Source: an optimization exercise on an open RTL-to-GDS flow (aim: small area). Production flows keep margins and buffers that such runs may drop.
The RTL was checked by simulation tests, not by an equivalence proof against the original design.
Power figures rest on the tool's default switching activity, not on a simulated workload.

## the reference run
## top
module top (
	input sysclk,     
	input rst,        
	input button_in,
	input [15:0] student_id,
	output [3:0] D5_out,
	output [3:0] D4_out,
	output [3:0] D3_out,
	output [3:0] D2_out,
	output [3:0] D1_out
);
Size in the first run: ~1200 cells after synthesis, roughly 39 I/O pins.
==> flow/config.mk <==
export PLATFORM = sky130hd
export DESIGN_NAME = top
export DESIGN_NICKNAME = top
export VERILOG_FILES = /design/flow/design.v
export SDC_FILE = /design/flow/constraint.sdc
export NUM_CORES = 4
export LEC_CHECK = 0
export ABC_AREA = 1
export ABC_CLOCK_PERIOD_IN_PS = 25000
export CAP_MARGIN = 20
export CORE_MARGIN = 2
export CORE_UTILIZATION = 40
export SLEW_MARGIN = 20
export SYNTH_HIERARCHICAL = 1
==> flow/constraint.sdc <==
create_clock -name core_clock -period 25.0 [get_ports {sysclk}]
set_input_delay 5.0000 -clock core_clock [delete_from_list [all_inputs] [get_ports {sysclk}]]
set_output_delay 5.0000 -clock core_clock [all_outputs]
set_load 0.01 [all_outputs]
standard.sh (not shown) runs the stock make flow with config.mk's settings and CLKGATE_MAP_FILE= SYNTH_SCRIPT=/design/flow/synth_recipe.tcl, a recipe that flattens the netlist after the stock synthesis.
==> flow/flow/run.sh <==
#!/bin/bash
# Standard synthesis, then every combinational cell swapped to its smallest
# size (downsize.tcl), then the standard layout with 1x port buffers.
set -euo pipefail
HERE=$PWD
bash standard.sh synth > synth.log 2>&1
ODB=$HERE/orfs/results/sky130hd/top/base/1_synth.odb openroad -no_init -exit flow/downsize.tcl > downsize.log 2>&1
bash standard.sh BUFFER_PORTS_ARGS="-buffer_cell sky130_fd_sc_hd__buf_1" CTS_ARGS="-sink_clustering_enable -repair_clock_nets -buf_list sky130_fd_sc_hd__clkbuf_8 -root_buf sky130_fd_sc_hd__clkbuf_8 -dont_use_dummy_load" finish > finish.log 2>&1
==> flow/flow/downsize.tcl <==
# Swap every combinational cell of the synthesized netlist to the smallest cell
# of the same function (same name but the drive-strength suffix); later repair
# steps upsize or buffer where slew, capacitance or timing need it.
read_db $::env(ODB)
set db [ord::get_db]
set block [ord::get_db_block]
foreach lib [$db getLibs] {
  foreach m [$lib getMasters] {
    set n [$m getName]
    if {[regexp {^(sky130_fd_sc_hd__[a-z0-9]+)_([0-9]+)$} $n -> base drv]} {
      set area [expr {[$m getWidth] * [$m getHeight]}]
      lappend cands($base) [list $m $area $drv]
    }
  }
}
set skip {^sky130_fd_sc_hd__(df|dl|sdf|edf|sedf|conb|tap|fill|decap|clk|probe|buf|dlygate|dlymetal)}
set n 0
foreach inst [$block getInsts] {
  set m [$inst getMaster]
  set name [$m getName]
  if {[regexp $skip $name]} continue
  if {![regexp {^(sky130_fd_sc_hd__[a-z0-9]+)_([0-9]+)$} $name -> base drv]} continue
  set best ""; set barea 0; set bdrv 0
  foreach c $cands($base) {
    lassign $c cm ca cd
    if {$best eq "" || $ca < $barea || ($ca == $barea && $cd > $bdrv)} {
      set best $cm; set barea $ca; set bdrv $cd
    }
  }
  if {$best ne "" && [$best getName] ne $name} {
    puts "swap [$inst getName] $name -> [$best getName]"
    $inst swapMaster $best
    incr n
  }
}
puts "swapped $n cells"
write_db $::env(ODB)
## Diff of input files: the trial run against the reference run
Settings: ABC_AREA now 0, was 1.
==> run notes <==
Largest fanout on the critical path: the trial run lower than the reference run. [the trial run vs the reference run] sequential share of cell area: higher in the trial run. Delta(maximum number of pins on one net before global-route repair, the trial run - the reference run) > 0. The trial run does better than the reference run on final area. Length of routed met3 wiring was higher in the reference run than in the trial run.


job 7923:
Another version of the RTL of top (not shown whole).
For scale: about 740 cells after synthesis, ~39 I/O pins, ~6400 sq um of cells after synthesis.
clock: 25.0 ns
lec_check: 0
abc_area: 0
abc_clock_period_in_ps: 25000
cap_margin: 20
core_margin: 2
core_utilization: 40
slew_margin: 20
synth_hierarchical: 1
==> flow/flow/run.sh <==
#!/bin/bash
# Standard synthesis, then every combinational cell swapped to its smallest
# size (downsize.tcl), then the standard layout with 1x port buffers.
set -euo pipefail
HERE=$PWD
bash standard.sh synth > synth.log 2>&1
ODB=$HERE/orfs/results/sky130hd/top/base/1_synth.odb openroad -no_init -exit flow/downsize.tcl > downsize.log 2>&1
bash standard.sh BUFFER_PORTS_ARGS="-buffer_cell sky130_fd_sc_hd__buf_1" finish > finish.log 2>&1
Scripts as last shown in full above: flow/flow/downsize.tcl
Job 7923: flow completed, timing, DRC and antenna clean
[inputs] job 1191 vs job 7923
==> flow/run.sh (new file) <==
#!/bin/bash
# synth_recipe.tcl (not shown) runs the flow's synth.tcl, then flattens the netlist and writes it again
# the make line also repeats each setting of config.mk as NAME=value (left out here)
make -C /OpenROAD-flow-scripts/flow DESIGN_CONFIG=/design/flow/config.mk WORK_HOME=/design/flow/orfs CLKGATE_MAP_FILE= SYNTH_SCRIPT=/design/flow/synth_recipe.tcl finish
removed: flow/flow/run.sh
removed: flow/flow/downsize.tcl
removed: flow/standard.sh
### Flow results
- [compare] base=job 7923 new=job 1191: portion of total power attributed to the clock network decreased 0.7 points; clock group power decreased by about 0.6% relative to the old numbers; final period demand of the worst path went up by 0.48 ns.
- Comparing job 1191 and job 7923, the higher die area is on job 1191.
- Area growth from synthesis to final layout, job 1191 and job 7923: higher on job 1191
- Re routed wire length: job 1191 and job 7923 aren't equal, and the lower value belongs to job 7923.
- Relative to job 7923, the power of job 1191 is higher by about 2.6%.
- Proportion of total power due to net switching on job 1191 is down relative to job 7923.
- On job 1191: weighted congestion at the end of routability-driven global placement is 9.4% higher than what job 7923 gave.
## Diff of input files: job 8828 against job 1191
==> flow/flow/run.sh (new file) <==
#!/bin/bash
# Standard synthesis, then every combinational cell swapped to its smallest
# size (downsize.tcl), then the standard layout with 1x port buffers.
set -euo pipefail
HERE=$PWD
bash standard.sh synth > synth.log 2>&1
ODB=$HERE/orfs/results/sky130hd/top/base/1_synth.odb openroad -no_init -exit flow/downsize.tcl > downsize.log 2>&1
bash standard.sh BUFFER_PORTS_ARGS="-buffer_cell sky130_fd_sc_hd__buf_1" CTS_ARGS="-sink_clustering_enable -repair_clock_nets -buf_list sky130_fd_sc_hd__clkbuf_8 -root_buf sky130_fd_sc_hd__clkbuf_8 -dont_use_dummy_load" finish > finish.log 2>&1
==> flow/flow/downsize.tcl (new file) <==
# Swap every combinational cell of the synthesized netlist to the smallest cell
# of the same function (same name but the drive-strength suffix); later repair
# steps upsize or buffer where slew, capacitance or timing need it.
read_db $::env(ODB)
set db [ord::get_db]
set block [ord::get_db_block]
foreach lib [$db getLibs] {
  foreach m [$lib getMasters] {
    set n [$m getName]
    if {[regexp {^(sky130_fd_sc_hd__[a-z0-9]+)_([0-9]+)$} $n -> base drv]} {
      set area [expr {[$m getWidth] * [$m getHeight]}]
      lappend cands($base) [list $m $area $drv]
    }
  }
}
set skip {^sky130_fd_sc_hd__(df|dl|sdf|edf|sedf|conb|tap|fill|decap|clk|probe|buf|dlygate|dlymetal)}
set n 0
foreach inst [$block getInsts] {
  set m [$inst getMaster]
  set name [$m getName]
  if {[regexp $skip $name]} continue
  if {![regexp {^(sky130_fd_sc_hd__[a-z0-9]+)_([0-9]+)$} $name -> base drv]} continue
  set best ""; set barea 0; set bdrv 0
  foreach c $cands($base) {
    lassign $c cm ca cd
    if {$best eq "" || $ca < $barea || ($ca == $barea && $cd > $bdrv)} {
      set best $cm; set barea $ca; set bdrv $cd
    }
  }
  if {$best ne "" && [$best getName] ne $name} {
    puts "swap [$inst getName] $name -> [$best getName]"
    $inst swapMaster $best
    incr n
  }
}
puts "swapped $n cells"
write_db $::env(ODB)
==> flow/standard.sh (new file) <==
#!/bin/bash
# synth_recipe.tcl (not shown) runs the flow's synth.tcl, then flattens the netlist and writes it again
# the make line also repeats each setting of config.mk as NAME=value (left out here)
make -C /OpenROAD-flow-scripts/flow DESIGN_CONFIG=/design/flow/config.mk WORK_HOME=/design/flow/orfs CLKGATE_MAP_FILE= SYNTH_SCRIPT=/design/flow/synth_recipe.tcl "${@:-finish}"
removed: flow/run.sh
Results
Sort job 8828 and job 1191 by routed wire length, descending, and job 1191 comes first. Across both runs, power of the clock network was lower for job 8828 than for job 1191. Going from job 1191 to job 8828, fraction of standard cell area in multi-input logic grows by 2.7 points. Looking at final instance area, job 8828 sits 8.0% below job 1191.

[what the ideal ports hide]
Ports are ideal in the flow. The routed layouts listed here were re-timed in OpenROAD. Step 1 (the two cells are an assumption about what drives the block):
set clk [get_ports {sysclk}]
set_driving_cell -lib_cell sky130_fd_sc_hd__clkbuf_16 $clk
set_driving_cell -lib_cell sky130_fd_sc_hd__buf_2 [delete_from_list [all_inputs] $clk]
Step 2 times the ports against the registers' clock, not the clock port: input delays grow and output delays shrink by t, the midpoint of the rising clock arrivals with the driver on. Three values: ideal ports, drivers, drivers and shift; two values: the first two.
run	shift t [ns]	setup slack, ns	cell pins on the clock port's net
the reference run	0.351	9.684 / 9.695 / 9.344	1
the trial run	0.310	9.154 / 9.160 / 8.850	1
job 7923	0.319	9.324 / 9.340 / 9.022	1
job 1191	0.318	8.840 / 8.843 / 8.526	1
job 8828	0.323	9.356 / 9.367 / 9.044	1
After both steps every run listed still meets setup and hold. For the reference run, which loses most, drivers alone change the setup slack by +0.011 ns; drivers and shift together by -0.340 ns.
